This design comes from an exercise in tuning for small area, a short achievable clock period and few clock cycles on the open sky130 flow, not from production work.
Where RTL was checked, it was by simulation tests only, not by an equivalence proof against the original.
Power and IR drop assume default switching activity.

onyx:
// seq_core
module seq_core(
    input              rst,    
    input              clk,
    output reg [(10)-1:0] pc,
    input  [(16)-1:0] instruction,
    output             read,
    output             write,
    output [(10)-1:0] address,
    input  [(32)-1:0] data_in,
    output [(32)-1:0] data_out,
    output             halted
);
reg [31:0] rf [0:7];
reg [7:0]  rvalid;
reg [15:0] ir;
reg [9:0]  ir_pc;
reg        e_valid;
reg        e_pred;
reg [7:0]  a_sel, b_sel;    
reg [7:0]  wen;             
reg        e_store, e_load, e_halt;
wire [6:0] f_op = instruction[15:9];
wire f_load  = (f_op[6:2] == 5'b00111);
wire f_loadc = (f_op[6:2] == 5'b01000);
wire f_store = (f_op[6:2] == 5'b01001);
wire f_alu   = (f_op >= 7'd1) && (f_op <= 7'd10);
wire f_shift = (f_op >= 7'd11) && (f_op <= 7'd13);
wire f_jmp   = (f_op[6:3] == 4'b0101);
wire f_jc    = (f_op[6:3] == 4'b0111);
wire f_halt  = (f_op == 7'h7f);
reg [2:0] f_aidx;
always @(*) begin
    if (f_load)                f_aidx = instruction[2:0];
    else if (f_loadc | f_store) f_aidx = instruction[10:8];
  ...
Settings: LEC_CHECK=0, ABC_CLOCK_PERIOD_IN_PS=3000, CAP_MARGIN=20, CORE_MARGIN=2, CORE_UTILIZATION=40, PLACE_DENSITY=0.6, SETUP_SLACK_MARGIN=5, SLEW_MARGIN=20; clock period 8.5 ns.
run.sh (not shown) runs the stock make flow with config.mk's settings and CLKGATE_MAP_FILE= SYNTH_SCRIPT=/design/flow/synth_recipe.tcl, a recipe that flattens the netlist after the stock synthesis.
onyx finished all stages; the layout is clean.
For pepper, these inputs were changed with respect to onyx:
Settings: SETUP_SLACK_MARGIN removed (was 5); ABC_CLOCK_PERIOD_IN_PS removed (was 3000).
### Flow results
- Of onyx and pepper, onyx shows the higher final worst setup slack, with pepper below it.
- Relative to onyx, the post-layout instance area measured on pepper has decreased by more than 10%.
- What pepper reported for first-pass GRT wire length has to be multiplied by 1.17 to get the figure for onyx.
- Diff onyx -> pepper: buffer count from post-CTS setup fixing shrank by 271; part of the power in the clock network shrank by 0.3 points; maximum frequency from static timing analysis has decreased.
- Highest fanout seen on the critical path ended up 11 higher on pepper than on onyx.
- onyx ended up with met5 as its uppermost signal routing layer after detailed routing; pepper ended up with met4.
- For the amount of wire on met2 after detailed routing, pepper came in about 15% lower than onyx did.
- Changes observed in pepper relative to onyx: routed wire length shrank by 19000 µm; total power shrank by about 9%.
No run of this note included a check of the RTL's function; only the layout flow was run.

* * *

seq_core, a different RTL version from the one above (not shown whole).
Size: ~1900 cells after synthesis, roughly 110 I/O pins.
Design seq_core, start of the top module:
module seq_core(
    input              rst,    
    input              clk,
    output reg [(10)-1:0] pc,
    input  [(16)-1:0] instruction,
    output             read,
    output             write,
    output [(10)-1:0] address,
    input  [(32)-1:0] data_in,
    output [(32)-1:0] data_out,
    output             halted
);
==> flow/config.mk <==
export PLATFORM = sky130hd
export DESIGN_NAME = seq_core
export DESIGN_NICKNAME = seq_core
export VERILOG_FILES = /design/flow/design.v
export SDC_FILE = /design/flow/constraint.sdc
export NUM_CORES = 4
export LEC_CHECK = 0
export CAP_MARGIN = 20
export CORE_MARGIN = 2
export CORE_UTILIZATION = 40
export PLACE_DENSITY = 0.6
export SETUP_SLACK_MARGIN = 4.5
export SLEW_MARGIN = 20
==> flow/constraint.sdc <==
create_clock -name core_clock -period 8.5 [get_ports {clk}]
set_input_delay 1.7000 -clock core_clock [delete_from_list [all_inputs] [get_ports {clk}]]
set_output_delay 1.7000 -clock core_clock [all_outputs]
set_load 0.01 [all_outputs]
Edit:
==> flow/flow/run.sh (new file) <==
#!/bin/bash
# The standard ORFS layout; the port buffers are plain buffers instead of
# the default delay-cell buffers, so I/O paths are not slowed by them.
set -euo pipefail
bash standard.sh 'BUFFER_PORTS_ARGS=-buffer_cell sky130_fd_sc_hd__buf_2' finish > standard.log 2>&1
==> flow/standard.sh (new file) <==
#!/bin/bash
# synth_recipe.tcl (not shown) runs the flow's synth.tcl, then flattens the netlist and writes it again
# the make line also repeats each setting of config.mk as NAME=value (left out here)
make -C /OpenROAD-flow-scripts/flow DESIGN_CONFIG=/design/flow/config.mk WORK_HOME=/design/flow/orfs CLKGATE_MAP_FILE= SYNTH_SCRIPT=/design/flow/synth_recipe.tcl "${@:-finish}"
removed: flow/run.sh
Effect:
- The new run completed without violations
- clock skew hardly moves
- global-route usage came out lower by 0.27 points
- cell count came out lower slightly
No functional check of the RTL was part of any run of this note.

* * *

Setup of run A:
seq_core, a different RTL version from the one above (not shown whole).
Size in the first run: roughly 2100 cells after synthesis, roughly 390 flip-flops.
Settings: LEC_CHECK=0, CAP_MARGIN=20, CORE_MARGIN=2, CORE_UTILIZATION=40, PLACE_DENSITY=0.6, SETUP_SLACK_MARGIN=5, SLEW_MARGIN=20; clock period 8.5 ns.
standard.sh (not shown) runs the stock make flow with config.mk's settings and CLKGATE_MAP_FILE= SYNTH_SCRIPT=/design/flow/synth_recipe.tcl, a recipe that flattens the netlist after the stock synthesis.
==> flow/flow/run.sh <==
#!/bin/bash
# The standard ORFS layout, with plain buf_2 port buffers instead of the
# default delay-cell buffers, and a clock tree of clkbuf_16 with sink
# clusters of up to 20 flip-flops and no dummy loads.
set -euo pipefail
bash standard.sh 'BUFFER_PORTS_ARGS=-buffer_cell sky130_fd_sc_hd__buf_2' \
  'CTS_ARGS=-sink_clustering_enable -repair_clock_nets -dont_use_dummy_load -buf_list sky130_fd_sc_hd__clkbuf_16 -sink_clustering_size 20 -sink_clustering_max_diameter 150' \
  finish > standard.log 2>&1
Run A did not stop at any stage, and its layout met the timing, design-rule and antenna checks.
Testbench counts of run A, summed over its fixed seeds: cycles 19,978.
Here is what was changed in the inputs of run B compared with run A.
Settings: CORE_UTILIZATION now 50, was 40; PLACE_DENSITY now 0.75, was 0.6.
==> flow/flow/run.sh <==
#!/bin/bash
# The standard ORFS layout, with plain buffers on the ports instead of the
# default delay-cell buffers, and a clock tree of clkbuf_8 without dummy loads.
set -euo pipefail
bash standard.sh 'BUFFER_PORTS_ARGS=-buffer_cell sky130_fd_sc_hd__buf_2' \
  'CTS_ARGS=-sink_clustering_enable -repair_clock_nets -dont_use_dummy_load -buf_list sky130_fd_sc_hd__clkbuf_8' \
  finish > standard.log 2>&1
Measured against each other, run B and run A differ in weighted congestion at the end of routability-driven global placement, the higher figure coming from run B. Critical path depth: run B < run A. Run B: non-clock buffer count lower than run A. After synthesis and placement, the instance count of run B is below that of run A.
--- input diff run B..run C ---
Settings: changing PLACE_DENSITY from 0.75 to 0.65.
Results
Cells: run C has more instances than run B. Higher data arrival time at the worst-slack endpoint among run C and run B: run B. Net total in the final layout of run C exceeds that of run B slightly. Run C ended up with a lower final period utilization than run B did. The run showing the smaller clock skew is run B. Compare run C and run B | met1 wire length higher: run C. [compare] base=run B new=run C: wire length per cell went up 0.090 um, clock buffer instance count of the final layout went up 2, final antenna diode count held.
## Diff of input files: run D against run C
Settings: a change of CORE_UTILIZATION from 50 to 40; a change of PLACE_DENSITY from 0.65 to 0.6; a deleted SETUP_SLACK_MARGIN that had been 5.
==> flow/flow/run.sh <==
#!/bin/bash
# The standard ORFS layout, with plain buf_2 port buffers instead of the
# default delay-cell buffers, a clock tree of clkbuf_8 without dummy loads,
# and timing repair aiming 5.25 ns below the clock period.
set -euo pipefail
bash standard.sh 'BUFFER_PORTS_ARGS=-buffer_cell sky130_fd_sc_hd__buf_2' \
  'CTS_ARGS=-sink_clustering_enable -repair_clock_nets -dont_use_dummy_load -buf_list sky130_fd_sc_hd__clkbuf_8' \
  SETUP_SLACK_MARGIN=5.25 finish > standard.log 2>&1
[summary]
- Run D: flow completed, timing, DRC and antenna clean
- Taking run C as the reference, in run D number of buffers inserted to repair setup after CTS now larger, maximum frequency fell by 1.8%, clock-pin slew on the worst setup and hold paths has remained practically unchanged, die height up about 12%.
- [run D] time the final worst path needs with I/O delays and setup rose 63 ps relative to run C

* * *

Another version of the RTL of seq_core (not shown whole).
Size: about 2,200 cells after synthesis, about 390 flip-flops, ~23,000 sq um of cells after synthesis.
// seq_core
module seq_core(
    input              rst,    
    input              clk,
    output reg [(10)-1:0] pc,
    input  [(16)-1:0] instruction,
    output             read,
    output             write,
    output [(10)-1:0] address,
    input  [(32)-1:0] data_in,
    output [(32)-1:0] data_out,
    output             halted
);
Settings: LEC_CHECK=0, CAP_MARGIN=20, CORE_MARGIN=2, CORE_UTILIZATION=60, PLACE_DENSITY=0.75, SETUP_SLACK_MARGIN=5, SLEW_MARGIN=20; clock period 8.5 ns.
==> flow/flow/run.sh <==
#!/bin/bash
# The standard ORFS layout; the port buffers are plain buffers instead of
# the default delay-cell buffers, so I/O paths are not slowed by them.
set -euo pipefail
bash standard.sh 'BUFFER_PORTS_ARGS=-buffer_cell sky130_fd_sc_hd__buf_2' finish > standard.log 2>&1
The starting point finished clean.
==> next run, changes <==
==> flow/flow/run.sh (replaced) <==
#!/bin/bash
# The standard ORFS layout, with plain buffers on the ports instead of the
# default delay-cell buffers, and a clock tree of clkbuf_8 without dummy loads.
set -euo pipefail
bash standard.sh 'BUFFER_PORTS_ARGS=-buffer_cell sky130_fd_sc_hd__buf_2' \
  'CTS_ARGS=-sink_clustering_enable -repair_clock_nets -dont_use_dummy_load -buf_list sky130_fd_sc_hd__clkbuf_8' \
  finish > standard.log 2>&1
- CORE_UTILIZATION: 60 -> 40
- PLACE_DENSITY: 0.75 -> 0.6
=> Sequential cell count does not change; fmax grows by 4.7%; worst hold slack is worse by 43 ps; routed wire length goes up by about 1.6%; total power went down by about 10%; area after synthesis is unchanged.
==> next run, changes <==
==> flow/run.sh (new file) <==
#!/bin/bash
# synth_recipe.tcl (not shown) runs the flow's synth.tcl, then flattens the netlist and writes it again
# the make line also repeats each setting of config.mk as NAME=value (left out here)
make -C /OpenROAD-flow-scripts/flow DESIGN_CONFIG=/design/flow/config.mk WORK_HOME=/design/flow/orfs CLKGATE_MAP_FILE= SYNTH_SCRIPT=/design/flow/synth_recipe.tcl finish
removed: flow/flow/run.sh
removed: flow/standard.sh
What happened: Critical path depth grows by 1; clock power grows by 37%; total power grows by 14%; final cell count grows by 1.1%; non-clock buffer count grows by 22; setup slack loses 130 ps; sequential share of layout area shrinks by 2.0 points; flip-flop and latch count does not change; first-iteration DRC count grows by 1.9%; synthesized area does not change; register-to-register slack loses 170 ps.
No run of this note included a check of the RTL's function; only the layout flow was run.

[static timing again, ports no longer ideal]
The flow's constraints put no driver on any port. The routed layouts listed below were extracted and timed again, unchanged, in two steps. Step 1 sets driving cells, clkbuf_16 on the clock port and buf_2 on the other inputs (assumed; they add their load-dependent delay and slew). Step 2, shift: input delay + t, output delay - t, t = (earliest + latest rising clock arrival at the registers) / 2. This alone moves slack from input paths to output paths. Three values: ideal ports, drivers, drivers and shift; two values: the first two.
| run | t, ns | slack for setup (ns) | hold slack, ns | worst setup path after step 2 | worst slew at a driven data input, ns |
|---|---|---|---|---|---|
| onyx | 0.591 | 3.925 / 3.925 / 3.915 | 0.415 / 0.415 / 0.415 | input to register | 0.05 |
| pepper | 0.635 | 2.226 / 2.226 / 2.226 | 0.421 / 0.421 / 0.421 | register to register | 0.05 |
| the first run of note 2 | 0.607 | 4.281 / 4.281 / 4.068 | 0.487 / 0.487 / 0.487 | input to register | 0.07 |
| the second run of note 2 | 0.619 | 4.305 / 4.305 / 4.043 | 0.493 / 0.493 / 0.493 | input to register | 0.07 |
| run A | 0.610 | 4.843 / 4.843 / 4.441 | 0.492 / 0.492 / 0.492 | input to register | 0.06 |
| run B | 0.701 | 4.913 / 4.913 / 4.321 | 0.481 / 0.481 / 0.481 | input to register | 0.05 |
| run C | 0.694 | 4.998 / 4.998 / 4.343 | 0.473 / 0.473 / 0.473 | input to register | 0.04 |
| run D | 0.661 | 4.935 / 4.935 / 4.544 | 0.490 / 0.490 / 0.490 | input to register | 0.07 |
| the first run of note 4 | 0.613 | 4.776 / 4.777 / 4.165 | 0.512 / 0.512 / 0.512 | input to register | 0.08 |
| the second run of note 4 | 0.699 | 4.941 / 4.951 / 4.252 | 0.469 / 0.469 / 0.469 | input to register | 0.06 |
| the third run of note 4 | 0.629 | 4.816 / 4.816 / 4.297 | 0.486 / 0.486 / 0.486 | input to register | 0.06 |
After both steps setup and hold are still met in every run listed. The setup slack of the second run of note 4, which loses most, moves by +0.010 ns with the drivers and by -0.689 ns with both steps.
